What follows belongs to an exercise in optimizing a design on an open flow for small area; a production flow would make more cautious choices.
Only simulation tests tie the RTL to the original design; equivalence was not proved.
No activity file was given, so power comes from the tool's default toggle rates.

==> flow/flow/run.sh <==
#!/bin/bash
# Layout flow: the standard synthesis, then a re-mapping of the combinational logic
# for area (flip-flops untouched), then the standard ORFS flow from the new netlist.
set -euo pipefail
HERE=$(pwd)
R=$HERE/orfs/results/$FLOW_PLATFORM/calculator_top/base
YOSYS=$FLOW_HOME/../tools/install/yosys/bin/yosys
LIB=$FLOW_HOME/platforms/$FLOW_PLATFORM/lib/sky130_fd_sc_hd__tt_025C_1v80.lib

bash standard.sh synth > log_synth.log 2>&1
cp $R/1_2_yosys.v $HERE/netlist_std.v

DU=$(sed 's/^/-dont_use /' flow/dontuse.txt | tr '\n' ' ')
# several seeds of ABC's deep synthesis; keep the smallest result
best=""; bestA=1e12
for S in 0 1 2 3 4; do
  if [ $S = 0 ]; then cp flow/area_plain.abc area_0.abc; else sed "s/SEED/$S/g" flow/area.abc > area_$S.abc; fi
  cat > resynth_$S.ys <<YS
read_liberty -ignore_miss_func $LIB
read_verilog $HERE/netlist_std.v
hierarchy -top $FLOW_TOP
setattr -mod -set keep_hierarchy 1 sky130_fd_sc_hd__df* sky130_fd_sc_hd__edf*
flatten
opt_clean -purge
abc -liberty $LIB $DU -script $HERE/area_$S.abc $FLOW_TOP
opt_clean -purge $FLOW_TOP
hilomap -singleton -hicell sky130_fd_sc_hd__conb_1 HI -locell sky130_fd_sc_hd__conb_1 LO $FLOW_TOP
insbuf -buf sky130_fd_sc_hd__buf_4 A X $FLOW_TOP
tee -o $HERE/resynth_stat_$S.txt stat -liberty $LIB $FLOW_TOP
select $FLOW_TOP
write_verilog -noattr -nohex -nodec -selected $HERE/netlist_area_$S.v
YS
  $YOSYS -s resynth_$S.ys > log_resynth_$S.log 2>&1 &
done
wait || true
for S in 0 1 2 3 4; do
  if [ -f netlist_area_$S.v ] && [ -f resynth_stat_$S.txt ]; then
    A=$(grep -i "chip area" resynth_stat_$S.txt | awk '{print $NF}')
    if python3 -c "import sys; sys.exit(0 if float('$A') < float('$bestA') else 1)"; then bestA=$A; best=$S; fi
  fi
done
echo "best seed $best area $bestA" > resynth_choice.txt
if [ -n "$best" ]; then cp netlist_area_$best.v netlist_area.v; else cp netlist_std.v netlist_area.v; fi

# keep the standard netlist if the re-mapping lost or renamed any flip-flop
grep "sky130_fd_sc_hd__\(df\|edf\)" netlist_std.v | sort > ff_std.txt
grep "sky130_fd_sc_hd__\(df\|edf\)" netlist_area.v | sort > ff_area.txt
if cmp -s ff_std.txt ff_area.txt; then
  cp netlist_area.v $R/1_2_yosys.v
  rm -f $R/1_synth.odb $R/1_synth.sdc
  bash standard.sh synth > log_synth_odb.log 2>&1
fi
export BUFFER_PORTS_ARGS="-buffer_cell sky130_fd_sc_hd__buf_1"
if [ -f flow/cts_args.txt ]; then export CTS_ARGS="$(cat flow/cts_args.txt)"; fi
bash standard.sh finish > log_finish.log 2>&1
==> flow/flow/area.abc <==
strash
&get -n
&deepsyn -T 40 -S SEED
&deepsyn -T 40 -S 1SEED
&deepsyn -T 40 -S 2SEED
&deepsyn -T 40 -S 3SEED
&put
strash
&get -n
&dch -f
&nf -R 1000 -a
&put
topo
==> flow/flow/area_plain.abc <==
strash
&get -n
&dch -f
&nf -R 1000 -a
&put
topo
==> flow/flow/cts_args.txt <==
-buf_list sky130_fd_sc_hd__clkbuf_8 -root_buf sky130_fd_sc_hd__clkbuf_8 -dont_use_dummy_load -sink_clustering_size 30 -sink_clustering_max_diameter 200
==> flow/flow/dontuse.txt <==
sky130_fd_sc_hd__probe_p_8
sky130_fd_sc_hd__probec_p_8
sky130_fd_sc_hd__lpflow_bleeder_1
sky130_fd_sc_hd__lpflow_clkbufkapwr_1
sky130_fd_sc_hd__lpflow_clkbufkapwr_16
sky130_fd_sc_hd__lpflow_clkbufkapwr_2
sky130_fd_sc_hd__lpflow_clkbufkapwr_4
sky130_fd_sc_hd__lpflow_clkbufkapwr_8
sky130_fd_sc_hd__lpflow_clkinvkapwr_1
sky130_fd_sc_hd__lpflow_clkinvkapwr_16
sky130_fd_sc_hd__lpflow_clkinvkapwr_2
sky130_fd_sc_hd__lpflow_clkinvkapwr_4
sky130_fd_sc_hd__lpflow_clkinvkapwr_8
sky130_fd_sc_hd__lpflow_decapkapwr_12
sky130_fd_sc_hd__lpflow_decapkapwr_3
sky130_fd_sc_hd__lpflow_decapkapwr_4
sky130_fd_sc_hd__lpflow_decapkapwr_6
sky130_fd_sc_hd__lpflow_decapkapwr_8
sky130_fd_sc_hd__lpflow_inputiso0n_1
sky130_fd_sc_hd__lpflow_inputiso0p_1
sky130_fd_sc_hd__lpflow_inputiso1n_1
sky130_fd_sc_hd__lpflow_inputiso1p_1
sky130_fd_sc_hd__lpflow_inputisolatch_1
sky130_fd_sc_hd__lpflow_isobufsrc_1
sky130_fd_sc_hd__lpflow_isobufsrc_16
sky130_fd_sc_hd__lpflow_isobufsrc_2
sky130_fd_sc_hd__lpflow_isobufsrc_4
sky130_fd_sc_hd__lpflow_isobufsrc_8
sky130_fd_sc_hd__lpflow_isobufsrckapwr_16
sky130_fd_sc_hd__lpflow_lsbuf_lh_hl_isowell_tap_1
sky130_fd_sc_hd__lpflow_lsbuf_lh_hl_isowell_tap_2
sky130_fd_sc_hd__lpflow_lsbuf_lh_hl_isowell_tap_4
sky130_fd_sc_hd__lpflow_lsbuf_lh_isowell_4
sky130_fd_sc_hd__lpflow_lsbuf_lh_isowell_tap_1
sky130_fd_sc_hd__lpflow_lsbuf_lh_isowell_tap_2
sky130_fd_sc_hd__lpflow_lsbuf_lh_isowell_tap_4
sky130_fd_sc_hd__fill_1
sky130_fd_sc_hd__fill_2
sky130_fd_sc_hd__fill_4
sky130_fd_sc_hd__fill_8
==> flow/standard.sh <==
#!/bin/bash
# synth_recipe.tcl (not shown) runs the flow's synth.tcl, then flattens the netlist and writes it again
# the make line also repeats each setting of config.mk as NAME=value (left out here)
make -C /OpenROAD-flow-scripts/flow DESIGN_CONFIG=/design/flow/config.mk WORK_HOME=/design/flow/orfs CLKGATE_MAP_FILE= SYNTH_SCRIPT=/design/flow/synth_recipe.tcl "${@:-finish}"
==> flow/config.mk <==
export PLATFORM = sky130hd
export DESIGN_NAME = calculator_top
export DESIGN_NICKNAME = calculator_top
export VERILOG_FILES = /design/flow/design.v
export SDC_FILE = /design/flow/constraint.sdc
export NUM_CORES = 4
export LEC_CHECK = 0
export ABC_AREA = 1
export CAP_MARGIN = 20
export CORE_MARGIN = 2
export CORE_UTILIZATION = 40
export CTS_BUF_LIST = sky130_fd_sc_hd__clkbuf_8
export SLEW_MARGIN = 20
==> flow/constraint.sdc <==
create_clock -name core_clock -period 30.0 [get_ports {clk}]
set_input_delay 6.0000 -clock core_clock [delete_from_list [all_inputs] [get_ports {clk}]]
set_output_delay 6.0000 -clock core_clock [all_outputs]
set_load 0.01 [all_outputs]
==> flow/design.v <==
module calculator_top (
    input clk,
    input reset,
    input [3:0] row,
    output [3:0] col,
    output [7:0] result,
    output [3:0] op_display
);
reg [3:0] a;
reg [1:0] cnt;
reg [3:0] key;
reg key_valid;
reg [2:0] op;
reg [7:0] res;
reg [1:0] state;
wire n0, n1, n2, n3, n4, n5, n6, n7, n8, n9, n10, n11, n12, n13, n14, n15, n16, n17, n18, n19, n20, n21, n22, n23, n24, n25, n26, n27, n28, n29, n30, n31, n32, n33, n34, n35, n36, n37, n38, n39, n40, n41, n42, n43, n44, n45, n46, n47, n48, n49, n50, n51, n52, n53, n54, n55, n56, n57, n58, n59, n60, n61, n62, n63, n64, n65, n66, n67, n68, n69, n70, n71, n72, n73, n74, n75, n76, n77, n78, n79, n80, n81, n82, n83, n84, n85, n86, n87, n88, n89, n90, n91, n92, n93, n94, n95, n96, n97, n98, n99, n100, n101, n102, n103, n104, n105, n106, n107, n108, n109, n110, n111, n112, n113, n114, n115, n116, n117, n118, n119, n120, n121, n122, n123, n124, n125, n126, n127, n128, n129, n130, n131, n132, n133, n134, n135, n136, n137, n138, n139, n140, n141, n142, n143, n144, n145, n146, n147, n148, n149, n150, n151, n152, n153, n154, n155, n156, n157, n158, n159, n160, n161, n162, n163, n164, n165, n166, n167, n168, n169, n170, n171, n172, n173, n174, n175, n176, n177, n178, n179, n180, n181, n182, n183, n184, n185, n186, n187, n188, n189, n190, n191, n192, n193, n194, n195, n196, n197, n198, n199, n200, n201, n202, n203, n204, n205, n206, n207, n208, n209, n210, n211, n212, n213, n214, n215, n216, n217, n218, n219, n220, n221, n222, n223, n224, n225, n226, n227, n228, n229, n230, n231, n232, n233, n234, n235, n236, n237, n238, n239, n240, n241, n242, n243, n244, n245, n246, n247, n248, n249, n250, n251, n252, n253, n254, n255, n256, n257, n258, n259, n260, n261, n262, n263, n264, n265, n266, n267, n268, n269, n270, n271, n272, n273, n274, n275, n276, n277, n278, n279, n280, n281, n282, n283, n284, n285, n286, n287, n288, n289, n290, n291, n292, n293, n294, n295, n296, n297, n298, n299, n300, n301, n302, n303, n304, n305, n306, n307, n308, n309, n310, n311, n312, n313, n314, n315, n316, n317, n318, n319, n320, n321, n322, n323, n324, n325, n326, n327, n328, n329, n330, n331, n332, n333, n334, n335, n336, n337, n338, n339, n340, n341, n342, n343, n344, n345, n346, n347, n348, n349, n350, n351, n352, n353, n354, n355, n356, n357, n358, n359, n360, n361, n362, n363, n364, n365, n366, n367, n368, n369, n370, n371, n372, n373, n374, n375, n376, n377, n378, n379, n380, n381, n382, n383, n384, n385, n386, n387, n388, n389, n390, n391, n392, n393, n394, n395, n396, n397, n398, n399, n400, n401, n402, n403, n404, n405, n406, n407, n408, n409, n410, n411, n412, n413, n414, n415, n416, n417, n418, n419, n420, n421, n422, n423, n424, n425, n426, n427, n428, n429, n430, n431, n432, n433, n434, n435, n436, n437, n438, n439, n440, n441, n442, n443, n444, n445, n446, n447, n448, n449, n450, n451, n452, n453, n454, n455, n456, n457, n458, n459, n460, n461, n462, n463, n464, n465, n466, n467, n468, n469, n470, n471, n472, n473, n474, n475, n476, n477, n478, n479, n480, n481, n482, n483, n484, n485, n486, n487, n488, n489, n490, n491, n492, n493, n494, n495, n496, n497, n498, n499, n500, n501, n502, n503, n504, n505, n506, n507, n508, n509, n510, n511, n512, n513, n514, n515, n516, n517, n518, n519, n520, n521, n522, n523, n524, n525, n526, n527, n528, n529, n530, n531, n532, n533, n534, n535, n536, n537, n538, n539, n540, n541, n542, n543, n544, n545, n546, n547, n548, n549, n550, n551, n552, n553, n554, n555, n556, n557, n558, n559, n560, n561, n562, n563, n564, n565, n566, n567, n568, n569, n570, n571, n572, n573, n574, n575, n576, n577, n578, n579, n580, n581, n582, n583, n584, n585, n586, n587, n588, n589, n590, n591, n592, n593, n594, n595, n596, n597, n598, n599, n600, n601, n602, n603, n604, n605, n606, n607, n608, n609, n610, n611, n612, n613, n614, n615, n616, n617, n618, n619, n620, n621, n622, n623, n624, n625, n626, n627, n628, n629, n630, n631, n632, n633, n634, n635, n636, n637, n638, n639, n640, n641, n642, n643, n644, n645, n646, n647, n648, n649, n650, n651, n652, n653, n654, n655, n656, n657, n658, n659, n660, n661, n662, n663, n664, n665, n666, n667, n668, n669, n670, n671, n672, n673, n674, n675, n676, n677, n678, n679, n680, n681, n682, n683, n684, n685, n686, n687, n688, n689, n690, n691, n692, n693, n694, n695, n696, n697, n698, n699, n700, n701, n702, n703, n704, n705, n706, n707, n708, n709, n710, n711, n712, n713, n714, n715, n716, n717, n718, n719, n720, n721, n722, n723, n724, n725, n726, n727, n728, n729, n730, n731, n732, n733, n734, n735, n736, n737, n738, n739, n740, n741, n742, n743, n744, n745, n746, n747, n748, n749, n750, n751, n752, n753, n754, n755, n756, n757, n758, n759, n760, n761, n762, n763, n764, n765, n766, n767, n768, n769, n770, n771, n772, n773, n774, n775, n776, n777, n778, n779, n780, n781, n782, n783, n784, n785, n786, n787, n788, n789, n790, n791, n792, n793, n794, n795, n796, n797, n798, n799, n800, n801, n802, n803, n804, n805, n806, n807, n808, n809, n810, n811, n812, n813, n814, n815, n816, n817, n818, n819, n820, n821, n822, n823, n824, n825, n826, n827, n828, n829, n830, n831, n832, n833, n834, n835, n836, n837, n838, n839, n840, n841, n842, n843, n844, n845, n846, n847, n848, n849, n850, n851, n852, n853, n854, n855, n856, n857, n858, n859, n860, n861, n862, n863, n864, n865, n866, n867, n868, n869, n870;
  assign n0 = n685  & n686 ;
  assign n689  = n0 & n687 ;
  assign n754  = n1 & n2;
  assign n1 = ~n688 ;
  assign n2 = ~n689 ;
  assign n693  = n3 | n4;
  assign n3 = ~n690 ;
  assign n4 = ~n691 ;
  assign n750  = n5 & n6;
  assign n5 = ~n692 ;
  assign n6 = ~n693 ;
  assign n698  = n7 | n8;
  assign n7 = ~n694 ;
  assign n8 = ~n695 ;
  assign n11 = n9 & n10;
  assign n12 = n696  & n697 ;
  assign n699  = n11 | n12;
  assign n9 = ~n696 ;
  assign n10 = ~n697 ;
  assign n700  = n13 | n14;
  assign n13 = ~n696 ;
  assign n14 = ~n697 ;
  assign n18 = n15 & n16;
  assign n703  = n18 | n17;
  assign n15 = ~n698 ;
  assign n16 = ~n699 ;
  assign n17 = ~n700 ;
  assign n22 = n19 | n20;
  assign n706  = n22 | n21;
  assign n19 = ~n701 ;
  assign n20 = ~n702 ;
  assign n21 = ~n703 ;
  assign n707  = n23 | n24;
  assign n23 = ~n702 ;
  assign n24 = ~n704 ;
  assign n708  = n25 | n26;
  assign n25 = ~n701 ;
  assign n26 = ~n705 ;
  assign n30 = n27 | n28;
  assign n751  = n30 | n29;
  assign n27 = ~n706 ;
  assign n28 = ~n707 ;
  assign n29 = ~n708 ;
  assign n709  = n31 | n32;
  assign n31 = ~n702 ;
  assign n32 = ~n697 ;
  assign n710  = n33 | n34;
  assign n33 = ~n701 ;
  assign n34 = ~n696 ;
  assign n713  = n35 | n36;
  assign n35 = ~n709 ;
  assign n36 = ~n710 ;
  assign n40 = n37 & n38;
  assign n714  = n40 | n39;
  assign n37 = ~n695 ;
  assign n38 = ~n697 ;
  assign n39 = ~n701 ;
  assign n711  = n41 | n42;
  assign n41 = ~n695 ;
  assign n42 = ~n697 ;
  assign n712  = n43 & n44;
  assign n43 = ~n705 ;
  assign n44 = ~n696 ;
  assign n715  = n45 & n46;
  assign n45 = ~n711 ;
  assign n46 = ~n712 ;
  assign n51 = n47 & n48;
  assign n52 = n49 & n50;
  assign n717  = n51 | n52;
  assign n47 = ~n713 ;
  assign n48 = ~n715 ;
  assign n49 = ~n714 ;
  assign n50 = ~n715 ;
  assign n716  = n53 | n54;
  assign n53 = ~n694 ;
  assign n54 = ~n702 ;
  assign n55 = n702  & n716 ;
  assign n56 = n696  & n716 ;
  assign n718  = n55 | n56;
  assign n721  = n57 & n58;
  assign n57 = ~n717 ;
  assign n58 = ~n718 ;
  assign n719  = n59 | n60;
  assign n59 = ~n694 ;
  assign n60 = ~n696 ;
  assign n64 = n61 & n62;
  assign n720  = n64 | n63;
  assign n61 = ~n702 ;
  assign n62 = ~n705 ;
  assign n63 = ~n695 ;
  assign n69 = n65 & n66;
  assign n70 = n67 & n68;
  assign n722  = n69 | n70;
  assign n65 = ~n719 ;
  assign n66 = ~n697 ;
  assign n67 = ~n720 ;
  assign n68 = ~n697 ;
  assign n74 = n71 & n72;
  assign n729  = n74 | n73;
  assign n71 = ~n721 ;
  assign n72 = ~n722 ;
  assign n73 = ~n701 ;
  assign n77 = n702  & n75;
  assign n78 = n76 & n696 ;
  assign n726  = n77 | n78;
  assign n75 = ~n696 ;
  assign n76 = ~n702 ;
  assign n723  = ~n701 ;
  assign n724  = n79 | n80;
  assign n79 = ~n723 ;
  assign n80 = ~n696 ;
  assign n83 = n81 & n82;
  assign n84 = n694  & n724 ;
  assign n727  = n83 | n84;
  assign n81 = ~n694 ;
  assign n82 = ~n724 ;
  assign n725  = n85 & n694 ;
  assign n85 = ~n695 ;
  assign n728  = n86 & n87;
  assign n86 = ~n725 ;
  assign n87 = ~n709 ;
  assign n100 = n88 & n89;
  assign n101 = n90 & n91;
  assign n102 = n92 & n93;
  assign n103 = n94 & n95;
  assign n104 = n96 & n97;
  assign n105 = n98 & n99;
  assign n106 = n100 | n101;
  assign n107 = n106 | n102;
  assign n108 = n107 | n103;
  assign n109 = n108 | n104;
  assign n730  = n109 | n105;
  assign n88 = ~n695 ;
  assign n89 = ~n727 ;
  assign n90 = ~n695 ;
  assign n91 = ~n728 ;
  assign n92 = ~n704 ;
  assign n93 = ~n727 ;
  assign n94 = ~n726 ;
  assign n95 = ~n727 ;
  assign n96 = ~n704 ;
  assign n97 = ~n728 ;
  assign n98 = ~n726 ;
  assign n99 = ~n728 ;
  assign n112 = n690  | n110;
  assign n731  = n112 | n111;
  assign n110 = ~n692 ;
  assign n111 = ~n691 ;
  assign n117 = n113 & n114;
  assign n118 = n115 & n116;
  assign n752  = n117 | n118;
  assign n113 = ~n729 ;
  assign n114 = ~n731 ;
  assign n115 = ~n730 ;
  assign n116 = ~n731 ;
  assign n732  = n690  | n119;
  assign n119 = ~n691 ;
  assign n123 = n120 & n121;
  assign n745  = n123 & n122;
  assign n120 = ~n694 ;
  assign n121 = ~n692 ;
  assign n122 = ~n732 ;
  assign n127 = n124 & n125;
  assign n746  = n127 & n126;
  assign n124 = ~n701 ;
  assign n125 = ~n704 ;
  assign n126 = ~n697 ;
  assign n130 = n690  & n128;
  assign n131 = n129 & n705 ;
  assign n741  = n130 | n131;
  assign n128 = ~n705 ;
  assign n129 = ~n690 ;
  assign n132 = n698  & n700 ;
  assign n133 = n699  & n700 ;
  assign n737  = n132 | n133;
  assign n733  = n134 & n135;
  assign n134 = ~n690 ;
  assign n135 = ~n698 ;
  assign n140 = n136 & n137;
  assign n141 = n138 & n139;
  assign n735  = n140 | n141;
  assign n136 = ~n690 ;
  assign n137 = ~n733 ;
  assign n138 = ~n725 ;
  assign n139 = ~n733 ;
  assign n734  = ~n696 ;
  assign n145 = n142 & n143;
  assign n736  = n145 | n144;
  assign n142 = ~n734 ;
  assign n143 = ~n697 ;
  assign n144 = ~n690 ;
  assign n146 = n699  & n735 ;
  assign n738  = n146 | n736 ;
  assign n150 = n147 & n148;
  assign n739  = n150 | n149;
  assign n147 = ~n690 ;
  assign n148 = ~n737 ;
  assign n149 = ~n738 ;
  assign n153 = n690  & n151;
  assign n154 = n152 & n702 ;
  assign n740  = n153 | n154;
  assign n151 = ~n702 ;
  assign n152 = ~n690 ;
  assign n155 = n701  & n739 ;
  assign n156 = n701  & n740 ;
  assign n157 = n739  & n740 ;
  assign n158 = n155 | n156;
  assign n742  = n158 | n157;
  assign n163 = n159 & n160;
  assign n164 = n161 & n162;
  assign n743  = n163 | n164;
  assign n159 = ~n704 ;
  assign n160 = ~n742 ;
  assign n161 = ~n741 ;
  assign n162 = ~n742 ;
  assign n744  = n165 & n166;
  assign n165 = ~n704 ;
  assign n166 = ~n741 ;
  assign n170 = n167 & n168;
  assign n747  = n170 & n169;
  assign n167 = ~n691 ;
  assign n168 = ~n743 ;
  assign n169 = ~n744 ;
  assign n175 = n171 & n172;
  assign n176 = n173 & n174;
  assign n748  = n175 | n176;
  assign n171 = ~n745 ;
  assign n172 = ~n747 ;
  assign n173 = ~n746 ;
  assign n174 = ~n747 ;
  assign n749  = n177 & n178;
  assign n177 = ~n690 ;
  assign n178 = ~n691 ;
  assign n182 = n179 & n180;
  assign n753  = n182 | n181;
  assign n179 = ~n748 ;
  assign n180 = ~n749 ;
  assign n181 = ~n689 ;
  assign n189 = n183 & n184;
  assign n190 = n189 & n185;
  assign n191 = n186 & n187;
  assign n192 = n191 & n188;
  assign n755  = n190 | n192;
  assign n183 = ~n750 ;
  assign n184 = ~n752 ;
  assign n185 = ~n753 ;
  assign n186 = ~n751 ;
  assign n187 = ~n752 ;
  assign n188 = ~n753 ;
  assign n680 = n193 & n194;
  assign n193 = ~n754 ;
  assign n194 = ~n755 ;
  assign n195 = n701  & n704 ;
  assign n196 = n195 & n685 ;
  assign n197 = n697  & n704 ;
  assign n198 = n197 & n685 ;
  assign n756  = n196 | n198;
  assign n757  = n199 & n200;
  assign n199 = ~n685 ;
  assign n200 = ~n686 ;
  assign n204 = n201 & n202;
  assign n758  = n204 & n203;
  assign n201 = ~n689 ;
  assign n202 = ~n756 ;
  assign n203 = ~n757 ;
  assign n669 = n205 | n206;
  assign n205 = ~n687 ;
  assign n206 = ~n758 ;
  assign n209 = n705  & n207;
  assign n210 = n208 & n704 ;
  assign n759  = n209 | n210;
  assign n207 = ~n704 ;
  assign n208 = ~n705 ;
  assign n213 = n211 & n212;
  assign n214 = n742  & n759 ;
  assign n787  = n213 | n214;
  assign n211 = ~n742 ;
  assign n212 = ~n759 ;
  assign n760  = n215 | n216;
  assign n215 = ~n695 ;
  assign n216 = ~n701 ;
  assign n761  = n217 & n218;
  assign n217 = ~n697 ;
  assign n218 = ~n760 ;
  assign n223 = n219 & n220;
  assign n224 = n221 & n222;
  assign n762  = n223 | n224;
  assign n219 = ~n720 ;
  assign n220 = ~n717 ;
  assign n221 = ~n727 ;
  assign n222 = ~n717 ;
  assign n229 = n225 & n226;
  assign n230 = n227 & n228;
  assign n772  = n229 | n230;
  assign n225 = ~n726 ;
  assign n226 = ~n762 ;
  assign n227 = ~n761 ;
  assign n228 = ~n762 ;
  assign n773  = n231 | n232;
  assign n231 = ~n694 ;
  assign n232 = ~n726 ;
  assign n763  = n233 | n234;
  assign n233 = ~n723 ;
  assign n234 = ~n697 ;
  assign n764  = n235 | n236;
  assign n235 = ~n711 ;
  assign n236 = ~n763 ;
  assign n240 = n237 & n238;
  assign n765  = n240 | n239;
  assign n237 = ~n723 ;
  assign n238 = ~n702 ;
  assign n239 = ~n716 ;
  assign n245 = n241 & n242;
  assign n246 = n243 & n244;
  assign n766  = n245 | n246;
  assign n241 = ~n764 ;
  assign n242 = ~n704 ;
  assign n243 = ~n765 ;
  assign n244 = ~n704 ;
  assign n767  = n766  | n247;
  assign n247 = ~n696 ;
  assign n774  = n248 | n249;
  assign n248 = ~n713 ;
  assign n249 = ~n767 ;
  assign n770  = n250 | n251;
  assign n250 = ~n695 ;
  assign n251 = ~n704 ;
  assign n254 = n252 & n253;
  assign n255 = n694  & n695 ;
  assign n768  = n254 | n255;
  assign n252 = ~n694 ;
  assign n253 = ~n695 ;
  assign n769  = n256 | n257;
  assign n256 = ~n694 ;
  assign n257 = ~n705 ;
  assign n261 = n258 & n259;
  assign n771  = n261 | n260;
  assign n258 = ~n706 ;
  assign n259 = ~n768 ;
  assign n260 = ~n769 ;
  assign n264 = n770  & n262;
  assign n265 = n263 & n771 ;
  assign n775  = n264 | n265;
  assign n262 = ~n771 ;
  assign n263 = ~n770 ;
  assign n271 = n266 & n267;
  assign n272 = n268 & n269;
  assign n273 = n271 | n272;
  assign n784  = n273 | n270;
  assign n266 = ~n774 ;
  assign n267 = ~n751 ;
  assign n268 = ~n772 ;
  assign n269 = ~n773 ;
  assign n270 = ~n775 ;
  assign n274 = n690  & n692 ;
  assign n785  = n274 & n691 ;
  assign n281 = n275 & n276;
  assign n282 = n277 & n278;
  assign n283 = n279 & n280;
  assign n284 = n281 | n282;
  assign n776  = n284 | n283;
  assign n275 = ~n694 ;
  assign n276 = ~n695 ;
  assign n277 = ~n696 ;
  assign n278 = ~n695 ;
  assign n279 = ~n697 ;
  assign n280 = ~n695 ;
  assign n777  = n285 & n286;
  assign n285 = ~n731 ;
  assign n286 = ~n776 ;
  assign n778  = n726  | n287;
  assign n287 = ~n695 ;
  assign n291 = n288 | n289;
  assign n782  = n291 | n290;
  assign n288 = ~n764 ;
  assign n289 = ~n777 ;
  assign n290 = ~n778 ;
  assign n780  = ~n769 ;
  assign n296 = n292 & n293;
  assign n297 = n294 & n295;
  assign n779  = n296 | n297;
  assign n292 = ~n695 ;
  assign n293 = ~n746 ;
  assign n294 = ~n692 ;
  assign n295 = ~n746 ;
  assign n781  = n298 & n299;
  assign n298 = ~n732 ;
  assign n299 = ~n779 ;
  assign n303 = n300 & n301;
  assign n783  = n303 | n302;
  assign n300 = ~n745 ;
  assign n301 = ~n780 ;
  assign n302 = ~n781 ;
  assign n307 = n304 | n305;
  assign n786  = n307 | n306;
  assign n304 = ~n689 ;
  assign n305 = ~n782 ;
  assign n306 = ~n783 ;
  assign n320 = n308 & n309;
  assign n321 = n320 & n310;
  assign n322 = n311 & n312;
  assign n323 = n322 & n313;
  assign n324 = n314 & n315;
  assign n325 = n324 & n316;
  assign n326 = n317 & n318;
  assign n327 = n326 & n319;
  assign n328 = n321 | n323;
  assign n329 = n328 | n325;
  assign n788  = n329 | n327;
  assign n308 = ~n750 ;
  assign n309 = ~n785 ;
  assign n310 = ~n786 ;
  assign n311 = ~n750 ;
  assign n312 = ~n751 ;
  assign n313 = ~n786 ;
  assign n314 = ~n784 ;
  assign n315 = ~n785 ;
  assign n316 = ~n786 ;
  assign n317 = ~n784 ;
  assign n318 = ~n751 ;
  assign n319 = ~n786 ;
  assign n333 = n330 & n331;
  assign n790  = n333 | n332;
  assign n330 = ~n691 ;
  assign n331 = ~n787 ;
  assign n332 = ~n788 ;
  assign n334 = n789  & n790 ;
  assign n335 = n689  & n790 ;
  assign n682 = n334 | n335;
  assign n791  = n336 & n337;
  assign n336 = ~row[0];
  assign n337 = ~row[1];
  assign n792  = n338 & n339;
  assign n338 = ~row[2];
  assign n339 = ~row[3];
  assign n667 = n340 | n341;
  assign n340 = ~n791 ;
  assign n341 = ~n792 ;
  assign n793  = n692  | n691 ;
  assign n800  = n342 | n343;
  assign n342 = ~n705 ;
  assign n343 = ~n704 ;
  assign n794  = n344 & n345;
  assign n344 = ~n694 ;
  assign n345 = ~n697 ;
  assign n795  = n346 & n347;
  assign n346 = ~n710 ;
  assign n347 = ~n794 ;
  assign n348 = n723  & n705 ;
  assign n796  = n348 & n697 ;
  assign n353 = n349 & n350;
  assign n354 = n351 & n352;
  assign n797  = n353 | n354;
  assign n349 = ~n720 ;
  assign n350 = ~n796 ;
  assign n351 = ~n795 ;
  assign n352 = ~n796 ;
  assign n798  = n355 & n356;
  assign n355 = ~n694 ;
  assign n356 = ~n797 ;
  assign n361 = n357 & n358;
  assign n362 = n359 & n360;
  assign n799  = n361 | n362;
  assign n357 = ~n719 ;
  assign n358 = ~n770 ;
  assign n359 = ~n720 ;
  assign n360 = ~n770 ;
  assign n371 = n363 & n364;
  assign n372 = n371 & n365;
  assign n373 = n372 & n366;
  assign n374 = n367 & n368;
  assign n375 = n374 & n369;
  assign n376 = n375 & n370;
  assign n801  = n373 | n376;
  assign n363 = ~n718 ;
  assign n364 = ~n798 ;
  assign n365 = ~n799 ;
  assign n366 = ~n721 ;
  assign n367 = ~n761 ;
  assign n368 = ~n798 ;
  assign n369 = ~n799 ;
  assign n370 = ~n721 ;
  assign n382 = n377 & n378;
  assign n383 = n382 & n379;
  assign n384 = n380 & n381;
  assign n803  = n383 | n384;
  assign n377 = ~n692 ;
  assign n378 = ~n693 ;
  assign n379 = ~n800 ;
  assign n380 = ~n801 ;
  assign n381 = ~n731 ;
  assign n385 = n802  & n753 ;
  assign n386 = n689  & n753 ;
  assign n387 = n802  & n803 ;
  assign n388 = n689  & n803 ;
  assign n389 = n385 | n386;
  assign n390 = n389 | n387;
  assign n679 = n390 | n388;
  assign n393 = n391 & n392;
  assign n394 = n723  & n739 ;
  assign n804  = n393 | n394;
  assign n391 = ~n723 ;
  assign n392 = ~n739 ;
  assign n397 = n395 & n396;
  assign n398 = n702  & n804 ;
  assign n817  = n397 | n398;
  assign n395 = ~n702 ;
  assign n396 = ~n804 ;
  assign n402 = n399 | n400;
  assign n806  = n402 | n401;
  assign n399 = ~n701 ;
  assign n400 = ~n702 ;
  assign n401 = ~n737 ;
  assign n403 = n694  & n695 ;
  assign n805  = n403 & n704 ;
  assign n407 = n404 & n405;
  assign n807  = n407 | n406;
  assign n404 = ~n697 ;
  assign n405 = ~n805 ;
  assign n406 = ~n705 ;
  assign n411 = n408 | n409;
  assign n815  = n411 | n410;
  assign n408 = ~n767 ;
  assign n409 = ~n806 ;
  assign n410 = ~n807 ;
  assign n416 = n412 & n413;
  assign n417 = n414 & n415;
  assign n812  = n416 | n417;
  assign n412 = ~n694 ;
  assign n413 = ~n745 ;
  assign n414 = ~n702 ;
  assign n415 = ~n745 ;
  assign n813  = n418 & n419;
  assign n418 = ~n781 ;
  assign n419 = ~n796 ;
  assign n422 = n420 & n421;
  assign n810  = n422 & n768 ;
  assign n420 = ~n701 ;
  assign n421 = ~n731 ;
  assign n426 = n423 | n424;
  assign n808  = n426 | n425;
  assign n423 = ~n696 ;
  assign n424 = ~n697 ;
  assign n425 = ~n698 ;
  assign n429 = n716  & n427;
  assign n430 = n428 & n760 ;
  assign n809  = n429 | n430;
  assign n427 = ~n760 ;
  assign n428 = ~n716 ;
  assign n433 = n431 & n432;
  assign n434 = n808  & n809 ;
  assign n811  = n433 | n434;
  assign n431 = ~n808 ;
  assign n432 = ~n809 ;
  assign n438 = n435 & n436;
  assign n814  = n438 | n437;
  assign n435 = ~n750 ;
  assign n436 = ~n810 ;
  assign n437 = ~n811 ;
  assign n443 = n439 & n440;
  assign n444 = n443 | n441;
  assign n816  = n444 | n442;
  assign n439 = ~n812 ;
  assign n440 = ~n813 ;
  assign n441 = ~n689 ;
  assign n442 = ~n814 ;
  assign n449 = n445 & n446;
  assign n450 = n447 & n448;
  assign n818  = n449 | n450;
  assign n445 = ~n785 ;
  assign n446 = ~n816 ;
  assign n447 = ~n815 ;
  assign n448 = ~n816 ;
  assign n454 = n451 & n452;
  assign n820  = n454 | n453;
  assign n451 = ~n691 ;
  assign n452 = ~n817 ;
  assign n453 = ~n818 ;
  assign n455 = n819  & n820 ;
  assign n456 = n689  & n820 ;
  assign n670 = n455 | n456;
  assign n821  = n457 | n458;
  assign n457 = ~n686 ;
  assign n458 = ~n756 ;
  assign n822  = n459 & n460;
  assign n459 = ~n687 ;
  assign n460 = ~n821 ;
  assign n462 = n690  & n461;
  assign n463 = n694  & n822 ;
  assign n678 = n462 | n463;
  assign n461 = ~n822 ;
  assign n465 = n692  & n464;
  assign n466 = n697  & n822 ;
  assign n677 = n465 | n466;
  assign n464 = ~n822 ;
  assign n836  = n467 & n468;
  assign n467 = ~n823 ;
  assign n468 = ~n689 ;
  assign n824  = n469 & n470;
  assign n469 = ~n699 ;
  assign n470 = ~n735 ;
  assign n475 = n471 & n472;
  assign n476 = n473 & n474;
  assign n825  = n475 | n476;
  assign n471 = ~n694 ;
  assign n472 = ~n781 ;
  assign n473 = ~n750 ;
  assign n474 = ~n781 ;
  assign n477 = n691  & n825 ;
  assign n478 = n824  & n825 ;
  assign n479 = n691  & n719 ;
  assign n480 = n824  & n719 ;
  assign n481 = n477 | n478;
  assign n482 = n481 | n479;
  assign n826  = n482 | n480;
  assign n487 = n483 & n484;
  assign n488 = n485 & n486;
  assign n834  = n487 | n488;
  assign n483 = ~n699 ;
  assign n484 = ~n826 ;
  assign n485 = ~n735 ;
  assign n486 = ~n826 ;
  assign n830  = n489 & n490;
  assign n489 = ~n692 ;
  assign n490 = ~n732 ;
  assign n495 = n491 & n492;
  assign n496 = n493 & n494;
  assign n827  = n495 | n496;
  assign n491 = ~n702 ;
  assign n492 = ~n780 ;
  assign n493 = ~n696 ;
  assign n494 = ~n780 ;
  assign n497 = n704  & n709 ;
  assign n498 = n697  & n709 ;
  assign n828  = n497 | n498;
  assign n501 = n499 & n500;
  assign n829  = n501 | n694 ;
  assign n499 = ~n723 ;
  assign n500 = ~n705 ;
  assign n506 = n502 & n503;
  assign n507 = n504 & n505;
  assign n831  = n506 | n507;
  assign n502 = ~n828 ;
  assign n503 = ~n829 ;
  assign n504 = ~n763 ;
  assign n505 = ~n827 ;
  assign n832  = n508 | n509;
  assign n508 = ~n830 ;
  assign n509 = ~n831 ;
  assign n514 = n510 | n511;
  assign n515 = n514 | n512;
  assign n833  = n515 | n513;
  assign n510 = ~n695 ;
  assign n511 = ~n697 ;
  assign n512 = ~n750 ;
  assign n513 = ~n719 ;
  assign n519 = n516 | n517;
  assign n835  = n519 | n518;
  assign n516 = ~n689 ;
  assign n517 = ~n832 ;
  assign n518 = ~n833 ;
  assign n526 = n520 & n521;
  assign n527 = n526 & n522;
  assign n528 = n523 & n524;
  assign n529 = n528 & n525;
  assign n837  = n527 | n529;
  assign n520 = ~n784 ;
  assign n521 = ~n834 ;
  assign n522 = ~n835 ;
  assign n523 = ~n785 ;
  assign n524 = ~n834 ;
  assign n525 = ~n835 ;
  assign n671 = n530 & n531;
  assign n530 = ~n836 ;
  assign n531 = ~n837 ;
  assign n843  = n532 & n533;
  assign n532 = ~n838 ;
  assign n533 = ~n689 ;
  assign n538 = n534 & n535;
  assign n539 = n536 & n537;
  assign n839  = n538 | n539;
  assign n534 = ~n704 ;
  assign n535 = ~n795 ;
  assign n536 = ~n718 ;
  assign n537 = ~n795 ;
  assign n543 = n540 & n541;
  assign n840  = n543 | n542;
  assign n540 = ~n703 ;
  assign n541 = ~n708 ;
  assign n542 = ~n839 ;
  assign n548 = n544 & n545;
  assign n549 = n546 & n547;
  assign n841  = n548 | n549;
  assign n544 = ~n703 ;
  assign n545 = ~n840 ;
  assign n546 = ~n796 ;
  assign n547 = ~n840 ;
  assign n553 = n550 & n551;
  assign n842  = n553 | n552;
  assign n550 = ~n695 ;
  assign n551 = ~n718 ;
  assign n552 = ~n841 ;
  assign n558 = n554 & n555;
  assign n559 = n556 & n557;
  assign n844  = n558 | n559;
  assign n554 = ~n777 ;
  assign n555 = ~n753 ;
  assign n556 = ~n842 ;
  assign n557 = ~n753 ;
  assign n676 = n560 & n561;
  assign n560 = ~n843 ;
  assign n561 = ~n844 ;
  assign n847  = n845  & n846 ;
  assign n848  = n562 & n563;
  assign n562 = ~n845 ;
  assign n563 = ~n846 ;
  assign n683 = n564 & n565;
  assign n564 = ~n847 ;
  assign n565 = ~n848 ;
  assign n863  = ~n845 ;
  assign n858  = n566 & n567;
  assign n566 = ~n849 ;
  assign n567 = ~n689 ;
  assign n850  = n568 | n569;
  assign n568 = ~n699 ;
  assign n569 = ~n766 ;
  assign n576 = n570 & n571;
  assign n577 = n572 & n573;
  assign n578 = n574 & n575;
  assign n579 = n576 | n577;
  assign n851  = n579 | n578;
  assign n570 = ~n710 ;
  assign n571 = ~n725 ;
  assign n572 = ~n800 ;
  assign n573 = ~n725 ;
  assign n574 = ~n850 ;
  assign n575 = ~n725 ;
  assign n584 = n580 & n581;
  assign n585 = n582 & n583;
  assign n852  = n584 | n585;
  assign n580 = ~n721 ;
  assign n581 = ~n851 ;
  assign n582 = ~n727 ;
  assign n583 = ~n851 ;
  assign n853  = n586 & n587;
  assign n586 = ~n723 ;
  assign n587 = ~n702 ;
  assign n592 = n588 & n589;
  assign n593 = n590 & n591;
  assign n856  = n592 | n593;
  assign n588 = ~n852 ;
  assign n589 = ~n853 ;
  assign n590 = ~n708 ;
  assign n591 = ~n794 ;
  assign n597 = n594 & n595;
  assign n854  = n597 | n596;
  assign n594 = ~n691 ;
  assign n595 = ~n768 ;
  assign n596 = ~n689 ;
  assign n602 = n598 & n599;
  assign n603 = n600 & n601;
  assign n855  = n602 | n603;
  assign n598 = ~n785 ;
  assign n599 = ~n854 ;
  assign n600 = ~n811 ;
  assign n601 = ~n854 ;
  assign n607 = n604 & n605;
  assign n857  = n607 | n606;
  assign n604 = ~n725 ;
  assign n605 = ~n825 ;
  assign n606 = ~n855 ;
  assign n612 = n608 & n609;
  assign n613 = n610 & n611;
  assign n859  = n612 | n613;
  assign n608 = ~n830 ;
  assign n609 = ~n857 ;
  assign n610 = ~n856 ;
  assign n611 = ~n857 ;
  assign n672 = n614 & n615;
  assign n614 = ~n858 ;
  assign n615 = ~n859 ;
  assign n860  = ~row[1];
  assign n620 = n616 & n617;
  assign n621 = n618 & n619;
  assign n673 = n620 | n621;
  assign n616 = ~row[2];
  assign n617 = ~row[0];
  assign n618 = ~n860 ;
  assign n619 = ~row[0];
  assign n626 = n622 & n623;
  assign n627 = n624 & n625;
  assign n861  = n626 | n627;
  assign n622 = ~n686 ;
  assign n623 = ~n687 ;
  assign n624 = ~n756 ;
  assign n625 = ~n687 ;
  assign n674 = n628 & n629;
  assign n628 = ~n689 ;
  assign n629 = ~n861 ;
  assign n862  = n630 & n631;
  assign n630 = ~n691 ;
  assign n631 = ~n822 ;
  assign n636 = n632 & n633;
  assign n637 = n634 & n635;
  assign n675 = n636 | n637;
  assign n632 = ~n723 ;
  assign n633 = ~n862 ;
  assign n634 = ~n822 ;
  assign n635 = ~n862 ;
  assign n684  = n638 & n639;
  assign n638 = ~n686 ;
  assign n639 = ~n687 ;
  assign n864  = n640 & n641;
  assign n640 = ~n863 ;
  assign n641 = ~n846 ;
  assign n865  = n642 & n846 ;
  assign n642 = ~n845 ;
  assign n646 = n643 | n644;
  assign n866  = n646 | n645;
  assign n643 = ~n705 ;
  assign n644 = ~n704 ;
  assign n645 = ~n785 ;
  assign n651 = n647 & n648;
  assign n652 = n651 | n649;
  assign n867  = n652 | n650;
  assign n647 = ~n731 ;
  assign n648 = ~n772 ;
  assign n649 = ~n866 ;
  assign n650 = ~n689 ;
  assign n657 = n653 & n654;
  assign n658 = n655 & n656;
  assign n869  = n657 | n658;
  assign n653 = ~n750 ;
  assign n654 = ~n867 ;
  assign n655 = ~n815 ;
  assign n656 = ~n867 ;
  assign n870  = n659 & n660;
  assign n659 = ~n868 ;
  assign n660 = ~n689 ;
  assign n665 = n661 & n662;
  assign n666 = n663 & n664;
  assign n681 = n665 | n666;
  assign n661 = ~n748 ;
  assign n662 = ~n870 ;
  assign n663 = ~n869 ;
  assign n664 = ~n870 ;
  assign n668 = ~reset;
  assign op_display = { n793 , n691 , n692 , n690  };
  assign result = { n838 , n802 , n688 , n868 , n789 , n819 , n823 , n849  };
  assign col = { n847 , n865 , n864 , n848  };
  assign n695 = a[0];
  assign n696 = a[1];
  assign n702 = a[2];
  assign n705 = a[3];
  assign n845 = cnt[0];
  assign n846 = cnt[1];
  assign n694 = key[0];
  assign n697 = key[1];
  assign n701 = key[2];
  assign n704 = key[3];
  assign n685 = key_valid;
  assign n690 = op[0];
  assign n692 = op[1];
  assign n691 = op[2];
  assign n849 = res[0];
  assign n823 = res[1];
  assign n819 = res[2];
  assign n789 = res[3];
  assign n868 = res[4];
  assign n688 = res[5];
  assign n802 = res[6];
  assign n838 = res[7];
  assign n686 = state[0];
  assign n687 = state[1];
always @(posedge clk) if (n684) a[0] <= n694;
always @(posedge clk) if (n684) a[1] <= n697;
always @(posedge clk) if (n684) a[2] <= n701;
always @(posedge clk) if (n684) a[3] <= n704;
always @(posedge clk or posedge reset) if (reset) cnt[0] <= 1'b0; else cnt[0] <= n863;
always @(posedge clk or posedge reset) if (reset) cnt[1] <= 1'b0; else cnt[1] <= n683;
always @(posedge clk) if (n669) key[0] <= n845;
always @(posedge clk) if (n669) key[1] <= n846;
always @(posedge clk) if (n669) key[2] <= n673;
always @(posedge clk) if (n669) key[3] <= n791;
always @(posedge clk) key_valid <= n667;
always @(posedge clk or posedge reset) if (reset) op[0] <= 1'b0; else op[0] <= n678;
always @(posedge clk or posedge reset) if (reset) op[1] <= 1'b0; else op[1] <= n677;
always @(posedge clk or posedge reset) if (reset) op[2] <= 1'b0; else op[2] <= n675;
always @(posedge clk or posedge reset) if (reset) res[0] <= 1'b0; else res[0] <= n672;
always @(posedge clk or posedge reset) if (reset) res[1] <= 1'b0; else res[1] <= n671;
always @(posedge clk or posedge reset) if (reset) res[2] <= 1'b0; else res[2] <= n670;
always @(posedge clk or posedge reset) if (reset) res[3] <= 1'b0; else res[3] <= n682;
always @(posedge clk or posedge reset) if (reset) res[4] <= 1'b0; else res[4] <= n681;
always @(posedge clk or posedge reset) if (reset) res[5] <= 1'b0; else res[5] <= n680;
always @(posedge clk or posedge reset) if (reset) res[6] <= 1'b0; else res[6] <= n679;
always @(posedge clk or posedge reset) if (reset) res[7] <= 1'b0; else res[7] <= n676;
always @(posedge clk or posedge reset) if (reset) state[0] <= 1'b0; else state[0] <= n758;
always @(posedge clk or posedge reset) if (reset) state[1] <= 1'b0; else state[1] <= n674;
endmodule
==> results of run 1 <==
## report_power, final
| part | internal (uW) | total (uW) | switching (uW) |
|---|---|---|---|
| combinational | 27.8 | 71.6 | 43.8 |
| sequential | 47.1 | 67.2 | 20.0 |
| clock | 8.99 | 18.8 | 9.80 |
## worst max-delay path, cell delays in order, from the launching register on
cell and delay [ns]:
dfrtp_1 0.50, or2_0 0.24, buf_1 0.12
## worst max path at each step
stage / to / from / slack, ns
2_1_floorplan: op_display[3] / flop / 23.29
3_3_place_gp: op_display[3] / flop / 23.18
3_5_place_dp: op_display[3] / flop / 23.16
4_1_cts: op_display[3] / flop / 22.88
5_1_grt: op_display[3] / flop / 22.81
6_report: op_display[3] / flop / 22.87
## stage by stage
stage                     setup WS, ns  area (um^2)  cells  util, %
after CTS                        22.88         1800    285     44.4
final                            22.87         1800    285     44.4
after detailed placement         23.16         1760    282     43.4
after global placement           23.18         1760    282     43.4
after floorplan                  23.29         1700    222        -
after global routing             22.81         1800    285     44.4
## layout by cell type, fill, tap and decap left out, drive strengths merged, types with 2 or more instances in the layout
| cell | count |
|---|---|
| a211oi | 3 |
| a21oi | 21 |
| a31oi | 3 |
| and2 | 4 |
| and3 | 4 |
| buf | 21 |
| clkbuf | 3 |
| clkinv | 8 |
| dfrtp | 15 |
| edfxtp | 8 |
| nand2 | 32 |
| nand2b | 4 |
| nand3 | 7 |
| nand4 | 2 |
| nor2 | 36 |
| nor2b | 2 |
| nor3 | 2 |
| o21a | 3 |
| o21ai | 23 |
| o31ai | 5 |
| or2 | 2 |
| or3 | 2 |
| xnor2 | 7 |
| xor2 | 2 |
## layout make-up
type                            count  area share, %
Multi-Input combinational cell    179           52.9
Sequential cell                    24           35.3
Inverter                            8           1.67
Tap cell                           50           3.47
Clock buffer                        3           2.29
Timing Repair Buffer               21           4.37
## routing by layer
layer,up-vias,routed length [um],global-route usage [%]
li1,818,-,-
met1,759,1920,24.6
met2,82,1990,30.0
met3,11,299,2.62
met4,0,103,6.97
met5,-,0,0
==> flow_metrics.env, run 1 <==
export IMPL_run_status="finished clean"
export IMPL_peakVddDrop_mv=0.0454
export IMPL_fmax_ghz=0.140
export IMPL_tns_ns=0
export IMPL_clock_latency_ns=0.27
export IMPL_report_final_slew_viol_count=0
export IMPL_antenna_found_initial=0
export IMPL_initial_utilization_pct=41.9
export IMPL_drc=0
export IMPL_clock_sinks=24
export IMPL_ant_nets=0
export IMPL_timing_rr_start="key[0]"
export IMPL_setup_viol_count_final=0
export IMPL_placementRows=23
export IMPL_cts_clk_slew_worst_paths_ns=0.08
export IMPL_whs_ns=0.508
export IMPL_final_seq_area_um2=636
export IMPL_cellPowerDensity_nw_per_um2=87.5
export IMPL_min_to="state[0]"
export IMPL_leakagePower_uw=0.000658
export IMPL_p_total_uw=158
export IMPL_period_needed_ns=7.13
export IMPL_slew_headroom_pct=52.4
export IMPL_netlist_area_um2=1700
export IMPL_period_share_pct=23.8
export IMPL_grt_first_pass_wirelength_um=7250
export IMPL_io_pin_count=22
export IMPL_worstPathRequired_ns=24.00
export IMPL_fillCellCount=410
export IMPL_overflow=0
export IMPL_worst_slew_pin_slew_ns=0.713
export IMPL_wirelength_um=4310
export IMPL_worstPathArrival_ns=1.13
export IMPL_avgSynthCellArea_um2=7.67
export IMPL_rsz0062_at_grt="no"
export IMPL_synth_fp_nets=228
export IMPL_rrSetupSlack_ns=26.84
export IMPL_hold_buffers=0
export IMPL_drive_gt1_share_pct=1.28
export IMPL_cts_setup_buffers=0
export IMPL_synthCells=222
export IMPL_drv_cap=0
export IMPL_fp_dieW_um=69.2
export IMPL_dp_hpwl_um=3130
export IMPL_cts_buffer_depth=2
export IMPL_syn_to_final_growth_pct=5.88
export IMPL_track_usage_pct=18.3
export IMPL_vias=1670
export IMPL_finalClockSkew_ns=0.00260
export IMPL_vias_per_cell=5.86
export IMPL_post_cts_resized=0
export IMPL_firstDrtPassIters=5
export IMPL_dieArea_um2=4790
export IMPL_r2r_cells=13
export IMPL_cp_end_kind="output pin"
export IMPL_gp_congestion=0.926
export IMPL_multi_input_area_um2=953
export IMPL_design_core_area_um2=4060
export IMPL_wl_per_cell_um=15.1
export IMPL_nets=243
export IMPL_cts_tree="built"
export IMPL_insertedDiodeCount=0
export IMPL_portBuffers=21
export IMPL_root_buffer="clkbuf_8"
export IMPL_drtIter0Drc=181
export IMPL_hold_depth=1
export IMPL_hold_violations=0
export IMPL_path_max_fanout=12
export IMPL_worstSetupStartpointType="flop"
export IMPL_path_class="reg2out"
export IMPL_yosysWarnings=1
export IMPL_hold_start="key_valid"
export IMPL_min_path_type="reg2reg"
export IMPL_r2r_end="res[6]"
export IMPL_h_tree_depth=1
export IMPL_die_h_um=69.2
export IMPL_numCtsBuffers=3
export IMPL_grt_pass1_vias=1562
export IMPL_grt_max_degree=23
==> run 2: changes to the inputs <==
--- a/flow/flow/run.sh
+++ b/flow/flow/run.sh
@@ -15,3 +15,4 @@
 best=""; bestA=1e12
-for S in 0 1 2 3 4; do
+for S in 0 1 2 3 4 5 6 7 8; do
+  while [ $(jobs -r | wc -l) -ge 4 ]; do sleep 2; done
   if [ $S = 0 ]; then cp flow/area_plain.abc area_0.abc; else sed "s/SEED/$S/g" flow/area.abc > area_$S.abc; fi
@@ -35,3 +36,3 @@
 wait || true
-for S in 0 1 2 3 4; do
+for S in 0 1 2 3 4 5 6 7 8; do
   if [ -f netlist_area_$S.v ] && [ -f resynth_stat_$S.txt ]; then
--- a/flow/flow/area.abc
+++ b/flow/flow/area.abc
@@ -6,2 +6,4 @@
 &deepsyn -T 40 -S 3SEED
+&deepsyn -T 40 -S 4SEED
+&deepsyn -T 40 -S 5SEED
 &put
==> run 2 against run 1 <==
Compared with the run above: largest cell class unchanged; clock skew rose by 0.0062 ns; sequential share of layout area up 0.27 points; critical path depth unchanged; highest routed layer unchanged; sequential cell count did not move; worst hold slack got worse by 0.012 ns; clock power barely moved.
==> flow_metrics.env, run 2 <==
export IMPL_run_status="finished clean"
export IMPL_grt_first_pass_wirelength_um=6790
export IMPL_track_usage_pct=19.1
export IMPL_fp_dieW_um=69.0
export IMPL_root_buffer="clkbuf_8"
export IMPL_synthCells=217
export IMPL_dp_cells=277
export IMPL_dp_hpwl_um=3060
export IMPL_vias_per_cell=5.91
export IMPL_multi_input_area_um2=943
export IMPL_cts_buffer_depth=2
export IMPL_worstPathCellList="or2_0, buf_1"
export IMPL_drv_cap=0
export IMPL_fmax_ghz=0.140
export IMPL_drtIter0Drc=183
export IMPL_slew_headroom_pct=50.6
export IMPL_hold_buffers=0
export IMPL_clock_sinks=24
export IMPL_whs_ns=0.496
export IMPL_grt_max_degree=23
export IMPL_cts_setup_buffers=0
export IMPL_numCtsBuffers=3
export IMPL_power_frac_seq_pct=42.2
export IMPL_worstPathArrival_ns=1.16
export IMPL_worstPathRequired_ns=24.00
export IMPL_cp_end_kind="output pin"
export IMPL_tns_ns=0
export IMPL_initial_utilization_pct=41.9
export IMPL_period_share_pct=23.9
export IMPL_yosysWarnings=1
export IMPL_p_total_uw=160
export IMPL_worst_slew_pin_slew_ns=0.741
export IMPL_period_needed_ns=7.16
export IMPL_drive_gt1_share_pct=1.30
export IMPL_fillCellCount=410
export IMPL_post_cts_resized=0
export IMPL_worstSetupStartpointType="flop"
export IMPL_leakagePower_uw=0.000640
export IMPL_hold_violations=0
export IMPL_portBuffers=21
export IMPL_report_final_slew_viol_count=0
export IMPL_fin_ws_ns=22.84
export IMPL_max_stage_delay_ns=0.52
export IMPL_h_tree_depth=1
export IMPL_wl_per_cell_um=15.1
export IMPL_p_switching_uw=73.6
export IMPL_finalClockSkew_ns=0.00880
export IMPL_min_path_type="reg2reg"
export IMPL_intPower_uw=85.9
export IMPL_final_seq_area_um2=636
export IMPL_layout_cells_non_filler=280
export IMPL_gp_congestion=0.887
export IMPL_firstDrtPassIters=5
export IMPL_wirelength_um=4220
export IMPL_ant_nets=0
export IMPL_syn_to_final_growth_pct=5.93
export IMPL_design_core_area_um2=4030
export IMPL_die_h_um=69.0
export IMPL_antenna_found_initial=0
export IMPL_cpMaxStageDelayCell="dfrtp_1"
export IMPL_cts_tree="built"
export IMPL_io_pin_count=22
export IMPL_insertedDiodeCount=0
export IMPL_setup_viol_count_final=0
export IMPL_drc=0
export IMPL_nets=238
export IMPL_peakVddDrop_mv=0.0401
export IMPL_swShare_pct=46.1
export IMPL_path_class="reg2out"
export IMPL_rsz0062_at_grt="no"
export IMPL_dieArea_um2=4760
export IMPL_cellPowerDensity_nw_per_um2=89.2
export IMPL_clock_latency_ns=0.26
export IMPL_final_common_cell="nand2_1"
export IMPL_p_clk_share_pct=11.9
export IMPL_pre_cts_ws_ns=23.12
export IMPL_mostFrequentLayoutCells="nand2_1, nor2_1, a21oi_1"
export IMPL_overflow=0
export IMPL_avgSynthCellArea_um2=7.78
export IMPL_grt_pass1_vias=1353
export IMPL_netlist_area_um2=1690
export IMPL_cts_clk_slew_worst_paths_ns=0.09
export IMPL_combPwrFrac_pct=45.9
export IMPL_vias=1655
export IMPL_path_max_fanout=13
export IMPL_synth_fp_nets=223
export IMPL_placementRows=23
run 2: changes by cell type in the layout (fill, tap and decap cells not counted), moves of 2 or more:
| cell | previous run | this run |
|---|---|---|
| o21ai_0 | 23 | 17 |
| nand2_1 | 32 | 36 |
| nor2_1 | 36 | 32 |
| o31ai_1 | 5 | 2 |
| a211oi_1 | 3 | 1 |
| and2_0 | 4 | 2 |
| nor3_1 | 2 | 4 |
| o22a_1 | 1 | 3 |
| o22ai_1 | 1 | 3 |
| o32ai_1 | 1 | 3 |
| or3_1 | 2 | 0 |
| xnor2_1 | 7 | 9 |
run 2: layout make-up:
| cell class | count | share of cell area [%] |
|---|---|---|
| tap | 50 | 3.50 |
| multi-input combinational | 175 | 52.8 |
| inverter | 7 | 1.47 |
| sequential | 24 | 35.5 |
| clock buffer | 3 | 2.31 |
| timing repair buffer | 21 | 4.41 |
run 2: metal layers:
layer,up-vias,part of all wire (%),global-route usage [%]
li1,801,-,-
met1,732,43,27.4
met2,105,46,29.2
met3,17,8.4,2.60
met4,0,2.9,7.35
met5,-,0,0
run 2: path summary, 6_finish.rpt:
path	from	to	slack [ns]	depth (start not counted)
min in group asynchronous	reset	res[6]	5.68	2
hold / removal	res[2]	res[2]	0.50	1
setup / recovery	flop	op_display[3]	22.84	2
setup reg to reg	key[0]	res[7]	26.80	12
max in group asynchronous	reset	res[1]	24.03	2
hold reg to reg	res[2]	res[2]	0.50	1
run 2: worst max-delay path, delay by kind of cell (launching register included):
| family | cells | cell delay, ns |
|---|---|---|
| flops | 1 | 0.52 |
| buf+inv | 1 | 0.13 |
| simple gates | 1 | 0.26 |
run 2: metrics by stage:
step	utilization, %	cell area, um^2
2_1_floorplan	-	1690
3_3_place_gp	43.4	1750
3_5_place_dp	43.4	1750
4_1_cts	44.4	1790
5_1_grt	44.4	1790
6_report	44.4	1790
run 2: power by group through the flow:
stage	Clock [uW]	Sequential [uW]	Combinational, uW
final	19.0	67.3	73.2
after global routing	21.1	70.4	82.1
after CTS	19.8	67.0	72.9
after detailed placement	0	67.8	72.3
after global placement	0	67.6	72.3
after floorplan	0	62.0	65.2

re-timing with driven ports:
The flow's constraints put no driver on any port. The routed layouts listed below were extracted and timed again, unchanged, in two steps.
Step 1 sets driving cells, clkbuf_16 on the clock port and buf_2 on the other inputs (assumed; they add their load-dependent delay and slew).
Step 2, shift: input delay + t, output delay - t, t = (earliest + latest rising clock arrival at the registers) / 2. This alone moves slack from input paths to output paths.
Slacks: no drivers / after step 1 / after step 2; pairs: no drivers / after step 1.
run | t (ns) | slack for setup (ns) | worst hold slack (ns) | worst register clock-pin slew, ns | cell pins on the clock port's net
run 1 | 0.291 | 22.867 / 22.840 / 23.131 | 0.508 / 0.508 / 0.508 | 0.08 / 0.08 | 1
run 2 | 0.281 | 22.836 / 22.815 / 23.096 | 0.496 / 0.496 / 0.496 | 0.09 / 0.09 | 1
After both steps every run listed still meets setup and hold.
